This is an optimization exercise on Yosys and OpenROAD, whose aim is small area, a short achievable clock period and few clock cycles per item, not a production implementation. RTL that was checked went through simulation tests only; none was proved equivalent to the original. Power is estimated from default activity; no workload was simulated.

Design SHA, start of the top module:
module SHA(
	input logic PCLK_IN,
	input logic [4:0] PADDR_IN,
	input logic PRESETn_IN,
	input logic PSEL_IN,
	input logic PENABLE_IN,
	input logic PWRITE_IN,
	input logic [31:0] PWDATA_IN,
	output logic PREADY_OUT,
	output logic [31:0] PRDATA_OUT);
clock: 11.0 ns
lec_check: 0
cap_margin: 20
core_margin: 2
core_utilization: 50
gpl_timing_driven: 1
place_density: 0.6
slew_margin: 20
tns_end_percent: 20
standard.sh (not shown) runs the stock make flow with config.mk's settings and CLKGATE_MAP_FILE= SYNTH_SCRIPT=/design/flow/synth_recipe.tcl, a recipe that flattens the netlist after the stock synthesis.
==> flow/flow/run.sh <==
#!/bin/bash
# The standard layout with: the standard synthesis script, its logic mapped
# by a delay-oriented ABC script; repair_timing aiming for a larger setup slack;
# a clock tree of larger sink clusters without dummy loads; buf_2 port buffers.
set -euo pipefail
here=$PWD
{ head -1 synth_recipe.tcl; sed "s|@ABC_SCRIPT@|$here/flow/delay.abc|" flow/abc_override.tcl; tail -n +2 synth_recipe.tcl; } > my_synth.tcl
bash standard.sh SYNTH_SCRIPT=$here/my_synth.tcl SETUP_SLACK_MARGIN=7.8 \
  "CTS_ARGS=-sink_clustering_enable -repair_clock_nets -dont_use_dummy_load -sink_clustering_size 24 -sink_clustering_max_diameter 100" \
  "BUFFER_PORTS_ARGS=-buffer_cell sky130_fd_sc_hd__buf_2" \
  finish > standard.log 2>&1
==> flow/flow/abc_override.tcl <==
# Map the logic with a delay-oriented ABC script (structural hashing, then a
# choice computation and a delay-driven cut mapping), instead of
# ORFS's abc_speed.script. Only the combinational mapping changes.
proc abc {args} {
  set i [lsearch -exact $args -script]
  if {$i >= 0} { set args [lreplace $args $i [expr {$i + 1}] -script @ABC_SCRIPT@] }
  yosys abc {*}$args
}
==> flow/flow/delay.abc <==
strash; dch; map -D 1500; topo; buffer -c; upsize -c; dnsize -c
The starting point finished with timing, DRC and antenna clean.
Testbench counts at the start, summed over its fixed seeds: cycles 34,095, blocks 397.
Rerun with:
--- a/flow/config.mk
+++ b/flow/config.mk
@@ -8,7 +8,7 @@
 export CAP_MARGIN = 20
 export CORE_MARGIN = 2
-export CORE_UTILIZATION = 50
+export CORE_UTILIZATION = 55
 export GPL_TIMING_DRIVEN = 1
-export PLACE_DENSITY = 0.6
+export PLACE_DENSITY = 0.65
 export SLEW_MARGIN = 20
-export TNS_END_PERCENT = 20
+export TNS_END_PERCENT = 5
What happened: The changed run passed the timing, design-rule and antenna checks. Worst setup slack got worse by 0.059 ns. Hold slack barely changes. Die area decreases by 9.0%. Non-clock buffer count decreases by 28. Sequential power barely changes. Design area decreases by 1.7%. Combinational power decreases by about 1%. Total power barely changes. Routed wire length decreases by 3.1%. Final cell count decreases by 3.2%.

---

The RTL this note starts from:
==> flow/design.v <==
module SHA(
	input logic PCLK_IN,
	input logic [4:0] PADDR_IN,
	input logic PRESETn_IN,
	input logic PSEL_IN,
	input logic PENABLE_IN,
	input logic PWRITE_IN,
	input logic [31:0] PWDATA_IN,
	output logic PREADY_OUT,
	output logic [31:0] PRDATA_OUT);
	logic [31:0] M [16];    
	logic [15:0] zf;        
	logic [31:0] S [16];    
	logic [31:0] H [5];     
	logic [31:0] a, b, c, d, eK;
	logic [6:0] p;          
	logic [1:0] ph;         
	logic ok;               
	logic rdy;              
	wire rst = !PRESETn_IN;
	wire we = PSEL_IN & !PENABLE_IN & PWRITE_IN & rdy;
	wire st = PSEL_IN & PENABLE_IN & rdy;
	wire [3:0] k = PADDR_IN[4] ? 4'd15 : PADDR_IN[3:0];
	wire hazard = we & ({3'd0, k} <= p);
	wire restart = rdy & (!ok | hazard | (!st & p[4]));
	wire last = !rdy & (p == 7'd80);
	function automatic logic [31:0] mnext(input logic [3:0] j);
		if (we && k == j) mnext = PWDATA_IN;
		else mnext = zf[j] ? 32'd0 : M[j];
	endfunction
	wire [6:0] p1 = p + 7'd1;
	wire [31:0] wrec = S[13] ^ S[8] ^ S[2] ^ S[0];
	wire [31:0] wnew = restart ? mnext(4'd0) :
	                   (p1 < 7'd16) ? mnext(p1[3:0]) : {wrec[30:0], wrec[31]};
	logic fch, fmaj;        
	wire [31:0] f = fch ? ((b & c) | (~b & d)) :
	                fmaj ? ((b & c) | (b & d) | (c & d)) : (b ^ c ^ d);
	wire [31:0] a5 = {a[26:0], a[31:27]};
	wire [31:0] w = S[15];
	wire [31:0] s1 = eK ^ w ^ a5;
	wire [31:0] c1 = (eK & w) | (eK & a5) | (w & a5);
	wire [31:0] c1s = {c1[30:0], 1'b0};
	wire [31:0] s2 = s1 ^ c1s ^ f;
	wire [31:0] c2 = (s1 & c1s) | (s1 & f) | (c1s & f);
	wire [31:0] T = s2 + {c2[30:0], 1'b0};
	logic [31:0] Kn;
	always_comb begin
		case (ph)
			2'd0: Kn = (p == 7'd19) ? 32'h6ed9eba1 : 32'h5a827999;
			2'd1: Kn = (p == 7'd39) ? 32'h8f1bbcdc : 32'h6ed9eba1;
			default: Kn = (p == 7'd59) ? 32'hca62c1d6 : (ph == 2'd2) ? 32'h8f1bbcdc : 32'hca62c1d6;
		endcase
	end
	wire [31:0] dK = d + Kn;
	wire ring = !rdy & (p >= 7'd76);
	wire [31:0] X = rdy ? 32'h5a827999 : (p <= 7'd78) ? {a[1:0], a[31:2]} : a;
	wire [31:0] hsum = H[4] + X;
	always_ff @(posedge PCLK_IN) begin
		for (int j = 0; j < 16; j++)
			if (we && k == j) M[j] <= PWDATA_IN;
		if (rst) zf <= 16'hffff;
		else for (int j = 0; j < 16; j++)
			if (we && k == j) zf[j] <= 1'b0;
		for (int j = 0; j < 15; j++) S[j] <= S[j+1];
		S[15] <= wnew;
		if (restart) begin
			a <= H[0]; b <= H[1]; c <= H[2]; d <= H[3]; eK <= hsum;
		end else begin
			a <= T; b <= a; c <= {b[1:0], b[31:2]}; d <= c; eK <= dK;
		end
		if (rst) begin
			PREADY_OUT <= 1'b1;
			rdy <= 1'b1;
			p <= 7'd0;
			ph <= 2'd0;
			fch <= 1'b1;
			fmaj <= 1'b0;
			ok <= 1'b0;
		end else begin
			if (restart || last) begin
				p <= 7'd0;
				ph <= 2'd0;
				fch <= 1'b1;
				fmaj <= 1'b0;
			end else begin
				if (p == 7'd19) fch <= 1'b0;
				if (p == 7'd39) fmaj <= 1'b1;
				if (p == 7'd59) fmaj <= 1'b0;
				p <= p1;
				if (p == 7'd19 || p == 7'd39 || p == 7'd59) ph <= ph + 2'd1;
			end
			if (last) ok <= 1'b0;
			else if (restart) ok <= 1'b1;
			if (rdy) begin
				PREADY_OUT <= !(PSEL_IN & PENABLE_IN);
				rdy <= !st;
			end else begin
				PREADY_OUT <= last;
				rdy <= last;
			end
		end
		if (rst) begin
			H[0] <= 32'h67452301;
			H[1] <= 32'hefcdab89;
			H[2] <= 32'h98badcfe;
			H[3] <= 32'h10325476;
			H[4] <= 32'hc3d2e1f0;
		end else if (ring) begin
			H[0] <= hsum; H[1] <= H[0]; H[2] <= H[1]; H[3] <= H[2]; H[4] <= H[3];
		end
		case (PADDR_IN)
			5'd16: PRDATA_OUT <= H[0];
			5'd17: PRDATA_OUT <= H[1];
			5'd18: PRDATA_OUT <= H[2];
			5'd19: PRDATA_OUT <= H[3];
			5'd20: PRDATA_OUT <= H[4];
			default: PRDATA_OUT <= 32'd0;
		endcase
	end
endmodule
Settings: LEC_CHECK=0, CAP_MARGIN=20, CORE_MARGIN=2, CORE_UTILIZATION=50, PLACE_DENSITY=0.6, SLEW_MARGIN=20; clock period 11.0 ns.
==> flow/flow/run.sh <==
#!/bin/bash
# The standard layout, with repair_timing aiming for a larger setup slack.
set -euo pipefail
bash standard.sh SETUP_SLACK_MARGIN=7.5 finish > standard.log 2>&1
Next try:
==> flow/run.sh (new file) <==
#!/bin/bash
# synth_recipe.tcl (not shown) runs the flow's synth.tcl, then flattens the netlist and writes it again
# the make line also repeats each setting of config.mk as NAME=value (left out here)
make -C /OpenROAD-flow-scripts/flow DESIGN_CONFIG=/design/flow/config.mk WORK_HOME=/design/flow/orfs CLKGATE_MAP_FILE= SYNTH_SCRIPT=/design/flow/synth_recipe.tcl finish
--- a/flow/config.mk
+++ b/flow/config.mk
@@ -6,7 +6,9 @@
 export NUM_CORES = 8
 export LEC_CHECK = 0
+export ABC_CLOCK_PERIOD_IN_PS = 2500
 export CAP_MARGIN = 20
 export CORE_MARGIN = 2
 export CORE_UTILIZATION = 50
 export PLACE_DENSITY = 0.6
+export SETUP_SLACK_MARGIN = 5
 export SLEW_MARGIN = 20
removed: flow/flow/run.sh
removed: flow/standard.sh
What happened:
- routed wire length falls by roughly a tenth
- final area went down by roughly a tenth
- register-to-register slack degrades by 0.97 ns
- utilization came out lower by 6.0 points
- clock-buffer cell count went up by 4
- sequential power came out lower slightly
- clock power falls slightly
- synthesized cell count does not change
- combinational power went down by a quarter to a third
- cell count fell by a few percent
- die area is unchanged
No run of this note included a check of the RTL's function; only the layout flow was run.

---

v55:
SHA with an RTL version that a note above also has.
For scale: ~1,500 flip-flops.
export LEC_CHECK = 0
export CAP_MARGIN = 20
export CORE_MARGIN = 2
export CORE_UTILIZATION = 50
export GPL_TIMING_DRIVEN = 1
export PLACE_DENSITY = 0.6
export SLEW_MARGIN = 20
export TNS_END_PERCENT = 5
create_clock -name core_clock -period 11.0 [get_ports {PCLK_IN}]
==> flow/flow/run.sh <==
#!/bin/bash
# The standard layout with: the standard synthesis script, its logic mapped
# by the ABC scripts in abc_override.tcl; repair_timing aiming for a larger setup
# slack; a clock tree of larger sink clusters without dummy loads; buf_2 port
# buffers.
set -euo pipefail
here=$PWD
{ head -1 synth_recipe.tcl; sed "s|@DIR@|$here/flow|g" flow/abc_override.tcl; tail -n +2 synth_recipe.tcl; } > my_synth.tcl
bash standard.sh SYNTH_SCRIPT=$here/my_synth.tcl SETUP_SLACK_MARGIN=7.8 \
  "CTS_ARGS=-sink_clustering_enable -repair_clock_nets -dont_use_dummy_load -sink_clustering_size 24 -sink_clustering_max_diameter 100" \
  "BUFFER_PORTS_ARGS=-buffer_cell sky130_fd_sc_hd__buf_2" \
  finish > standard.log 2>&1
==> flow/flow/abc_override.tcl <==
# Logic mapping. ABC maps the input cones of the round datapath registers (a, eKW,
# F1, F0, H) with a delay-driven cut mapping that keeps the adders' prefix
# structure (fast.abc), and the rest of the logic with a choice computation and a
# delay-driven mapping (rest.abc), instead of ORFS's abc_speed.script. Only the
# combinational mapping changes; the registers are the standard synthesis's.
proc abc {args} {
  set i [lsearch -exact $args -script]
  set fast [lreplace $args $i [expr {$i + 1}] -script @DIR@/fast.abc]
  set rest [lreplace $args $i [expr {$i + 1}] -script @DIR@/rest.abc]
  yosys select -set dp {c:a*$_DFF_P_} {c:eKW*$_DFF_P_} {c:F1*$_DFF_P_} {c:F0*$_DFF_P_} {c:H*$_SDFF*} %u %u %u %u {%ci*:-sky130_fd_sc_hd__dfxtp_1[Q]:-sky130_fd_sc_hd__edfxtp_1[Q]} {t:$_*} %i
  yosys abc {*}$fast @dp
  yosys abc {*}$rest
}
==> flow/flow/fast.abc <==
strash; map -D 1000; topo; buffer -c; upsize -c; dnsize -c
==> flow/flow/rest.abc <==
strash; dch; map -D 1500; topo; buffer -c; upsize -c; dnsize -c
Testbench counts of v55, summed over its fixed seeds: cycles 34,095, blocks 397.
Input changes introduced in v53 (baseline for comparison: v55):
==> flow/flow/run.sh <==
#!/bin/bash
# The standard layout with: the standard synthesis script, its logic mapped
# by a delay-oriented ABC script; repair_timing aiming for a larger setup slack;
# a clock tree of larger sink clusters without dummy loads; buf_2 port buffers.
set -euo pipefail
here=$PWD
{ head -1 synth_recipe.tcl; sed "s|@ABC_SCRIPT@|$here/flow/delay.abc|" flow/abc_override.tcl; tail -n +2 synth_recipe.tcl; } > my_synth.tcl
bash standard.sh SYNTH_SCRIPT=$here/my_synth.tcl SETUP_SLACK_MARGIN=8.0 \
  "CTS_ARGS=-sink_clustering_enable -repair_clock_nets -dont_use_dummy_load -sink_clustering_size 24 -sink_clustering_max_diameter 100" \
  "BUFFER_PORTS_ARGS=-buffer_cell sky130_fd_sc_hd__buf_2" \
  finish > standard.log 2>&1
==> flow/flow/abc_override.tcl <==
# Map the logic with a delay-oriented ABC script (structural hashing, then a
# choice computation and a delay-driven cut mapping), instead of
# ORFS's abc_speed.script. Only the combinational mapping changes.
proc abc {args} {
  set i [lsearch -exact $args -script]
  if {$i >= 0} { set args [lreplace $args $i [expr {$i + 1}] -script @ABC_SCRIPT@] }
  yosys abc {*}$args
}
==> flow/flow/delay.abc (new file) <==
strash; dch; map -D 1500; topo; buffer -c; upsize -c; dnsize -c
removed: flow/flow/fast.abc
removed: flow/flow/rest.abc
[summary]
- v53 reached the end of the flow, and the finished layout is clean on the timing, design-rule and antenna checks.
- Looking at end point of the critical path, the a[29]$_DFF_P_ result is from v53; the PRDATA_OUT[23]$_DFF_P_ one comes from v55.
- Between v53 and v55, it is v53 whose final standard cell count with taps included and fillers excluded is lower, by 324.
- Between v55 and v53, arrival time at the worst endpoint decreased.
- Re worst vdd rail ir drop: v55 was lower than v53.
- Register fraction of the total cell area, v55 and v53: lower on v55
- Looking only at count of filler cells inserted in the layout, and setting everything else aside, the higher value of v55 and v53 goes to v55.
- Comparing v55 and v53, die area is higher on v55.
- v53: cell area about 2.7% below v55
- In v53, the final critical-path setup slack came out 41 ps above the value in v55.
#### Input delta (v50 over v53)
Settings: CORE_UTILIZATION: 50 -> 45; PLACE_DENSITY: 0.6 -> 0.55.
-- flow/flow/run.sh --
<<< v53, line 8
bash standard.sh SYNTH_SCRIPT=$here/my_synth.tcl SETUP_SLACK_MARGIN=8.0 \
>>> v50, line 8
bash standard.sh SYNTH_SCRIPT=$here/my_synth.tcl SETUP_SLACK_MARGIN=7.8 \
### Flow results
v53 fits on a die that is smaller than the die of v50. First-pass GRT wire length on v50 is behind v53. From v53 to v50 the numbers moved as follows: total power after layout now smaller; register cell area after layout saw little to no change; total routing resource utilization after global routing decreased by 3.0 points relative to the old numbers.
[inputs] v21 vs v50
Settings: a change of PLACE_DENSITY from 0.55 to 0.6; a change of CORE_UTILIZATION from 45 to 50.
-- flow/flow/run.sh --
<<< v50, line 8
bash standard.sh SYNTH_SCRIPT=$here/my_synth.tcl SETUP_SLACK_MARGIN=7.8 \
>>> v21, line 8
bash standard.sh SYNTH_SCRIPT=$here/my_synth.tcl SETUP_SLACK_MARGIN=7.6 \
==> flow/flow/delay.abc <==
strash; dch; map -D 1500
Notes after the runs:
Across v50 and v21, the outcome is the same: a clean finish for every run.
v50 reports its global-route layer with the greatest usage as met1 while v21 reports met2.
Compared with v50, in v21 multiplexer area fraction after synthesis was more or less identical; area share of fa/ha/maj cells after synthesis was more or less identical; wire length went down by 7.1 mm.
Changes observed in v21 relative to v50: overall power consumption went down about 1.5%; fraction of layout instances using a drive strength above 1 closely matched the old numbers; fraction of power spent switching nets has decreased.

---

Setup of run A:
Another version of the RTL of SHA (not shown whole).
For scale: roughly 4900 cells after synthesis, roughly 75 I/O pins.
clock: 11.0 ns
lec_check: 0
cap_margin: 20
core_margin: 2
core_utilization: 50
gpl_timing_driven: 1
place_density: 0.6
slew_margin: 20
tns_end_percent: 5
==> flow/flow/run.sh <==
#!/bin/bash
# The standard layout with: the standard synthesis script, its logic mapped
# by a delay-oriented ABC script; repair_timing aiming for a larger setup slack;
# a clock tree of larger sink clusters without dummy loads; buf_2 port buffers.
set -euo pipefail
here=$PWD
{ head -1 synth_recipe.tcl; sed "s|@ABC_SCRIPT@|$here/flow/delay.abc|" flow/abc_override.tcl; tail -n +2 synth_recipe.tcl; } > my_synth.tcl
bash standard.sh SYNTH_SCRIPT=$here/my_synth.tcl SETUP_SLACK_MARGIN=7.7 \
  "CTS_ARGS=-sink_clustering_enable -repair_clock_nets -dont_use_dummy_load -sink_clustering_size 24 -sink_clustering_max_diameter 100" \
  "BUFFER_PORTS_ARGS=-buffer_cell sky130_fd_sc_hd__buf_2" \
  finish > standard.log 2>&1
==> flow/flow/abc_override.tcl <==
# Map the logic with a delay-oriented ABC script (structural hashing, then a
# choice computation and a delay-driven cut mapping), instead of
# ORFS's abc_speed.script. Only the combinational mapping changes.
proc abc {args} {
  set i [lsearch -exact $args -script]
  if {$i >= 0} { set args [lreplace $args $i [expr {$i + 1}] -script @ABC_SCRIPT@] }
  yosys abc {*}$args
}
==> flow/flow/delay.abc <==
strash; dch; map -D 1500; topo; buffer -c; upsize -c; dnsize -c
Testbench counts of run A, summed over its fixed seeds: cycles 34,095, blocks 397.
Here is what was changed in the inputs of run B compared with run A.
==> flow/flow/run.sh <==
#!/bin/bash
# The standard layout with: the standard synthesis script, its logic mapped
# by a delay-oriented ABC script; repair_timing aiming for a larger setup slack;
# a clock tree of larger sink clusters without dummy loads; buf_2 port buffers;
# the pin assignment in io.tcl.
set -euo pipefail
here=$PWD
{ head -1 synth_recipe.tcl; sed "s|@ABC_SCRIPT@|$here/flow/delay.abc|" flow/abc_override.tcl; tail -n +2 synth_recipe.tcl; } > my_synth.tcl
bash standard.sh SYNTH_SCRIPT=$here/my_synth.tcl SETUP_SLACK_MARGIN=7.8 \
  "CTS_ARGS=-sink_clustering_enable -repair_clock_nets -dont_use_dummy_load -sink_clustering_size 24 -sink_clustering_max_diameter 100" \
  "BUFFER_PORTS_ARGS=-buffer_cell sky130_fd_sc_hd__buf_2" \
  IO_CONSTRAINTS=$here/flow/io.tcl \
  finish > standard.log 2>&1
==> flow/flow/io.tcl (new file) <==
# Pin assignment: the bus control, address and read data on one edge, next to
# each other, so the read path from PADDR_IN to PRDATA_OUT stays short; the
# write data on the neighbouring edge.
set_io_pin_constraint -pin_names {PADDR_IN[*] PSEL_IN PENABLE_IN PWRITE_IN PREADY_OUT PRDATA_OUT[*]} -region right:*
set_io_pin_constraint -pin_names {PWDATA_IN[*]} -region top:*
- Run B reached the end of the flow, and the finished layout is clean on the timing, design-rule and antenna checks.
- Of the two candidates, run A has the better worst hold slack and run B the worse one.
- From run A to run B the numbers moved as follows: maximum frequency saw a decrease; met3 track demand over resource in global routing rose 4.4 points; logic depth of the worst setup path including buffers shows a reduction of 1; cell count up 38; worst setup timing slack at the placement stage lost 140 ps.
Relative to run B, the following input files were edited for run C:
==> flow/flow/run.sh <==
#!/bin/bash
# The standard layout with: the standard synthesis script, its logic mapped
# by a delay-oriented ABC script; repair_timing aiming for a larger setup slack;
# a clock tree of larger sink clusters without dummy loads; buf_2 port buffers.
set -euo pipefail
here=$PWD
{ head -1 synth_recipe.tcl; sed "s|@ABC_SCRIPT@|$here/flow/delay.abc|" flow/abc_override.tcl; tail -n +2 synth_recipe.tcl; } > my_synth.tcl
bash standard.sh SYNTH_SCRIPT=$here/my_synth.tcl SETUP_SLACK_MARGIN=7.9 \
  "CTS_ARGS=-sink_clustering_enable -repair_clock_nets -dont_use_dummy_load -sink_clustering_size 24 -sink_clustering_max_diameter 100" \
  "BUFFER_PORTS_ARGS=-buffer_cell sky130_fd_sc_hd__buf_2" \
  finish > standard.log 2>&1
removed: flow/flow/io.tcl
[summary]
Against run B, non-clock buffer count in the final layout in run C rose by a few percent. Looking at run C and run B, the final standard cell area without fillers is a wash. Max global-route wire length before repair across run C and run B: run B. Run C — setup slack 65 ps higher, run B as reference. Run C vs. run B: total length of routed wires lower, clock power went down about 1%. Layer with the highest usage after global routing = met2: run C; layer with the highest usage after global routing = met1: run B. [compare] base=run B new=run C: count of clock-buffer cells in the layout lower, count of inverters other than clock inverters in the layout roughly the same.

what the ideal ports hide:
The results above use ideal ports. As a check the final layouts listed here were re-extracted and re-timed, cells and wires unchanged.
Step 1 assumes that a clkbuf_16 drives the clock port and a buf_2 every other input.
Step 2 moves the port delays by t, midway between the first and last clock arrival at a register: inputs arrive t later, outputs are due t later. That takes back most of the time a late clock gives input paths.
Three values: ideal, step 1, step 2; two values: the first two.
run | t (ns) | setup WS [ns] | hold slack, ns
the first run of note 1 | 0.739 | 7.520 / 7.520 / 6.975 | 0.310 / 0.310 / 0.310
the second run of note 1 | 0.727 | 7.461 / 7.499 / 6.772 | 0.308 / 0.308 / 0.308
the first run of note 2 | 0.827 | 6.621 / 6.621 / 6.363 | 0.317 / 0.317 / 0.317
the second run of note 2 | 0.825 | 5.542 / 5.573 / 4.749 | 0.316 / 0.316 / 0.316
v55 | 0.715 | 7.445 / 7.452 / 6.737 | 0.309 / 0.309 / 0.309
v53 | 0.736 | 7.486 / 7.486 / 6.987 | 0.291 / 0.291 / 0.291
v50 | 0.736 | 7.466 / 7.446 / 6.710 | 0.296 / 0.296 / 0.296
v21 | 0.721 | 7.293 / 7.323 / 6.602 | 0.296 / 0.296 / 0.296
run A | 0.730 | 7.570 / 7.547 / 6.818 | 0.291 / 0.291 / 0.291
run B | 0.711 | 7.520 / 7.560 / 6.849 | 0.265 / 0.265 / 0.265
run C | 0.734 | 7.584 / 7.507 / 6.772 | 0.288 / 0.288 / 0.288
After both steps setup and hold are still met in every run listed. For run C, which loses most, drivers alone change the setup slack by -0.077 ns; drivers and shift together by -0.812 ns.
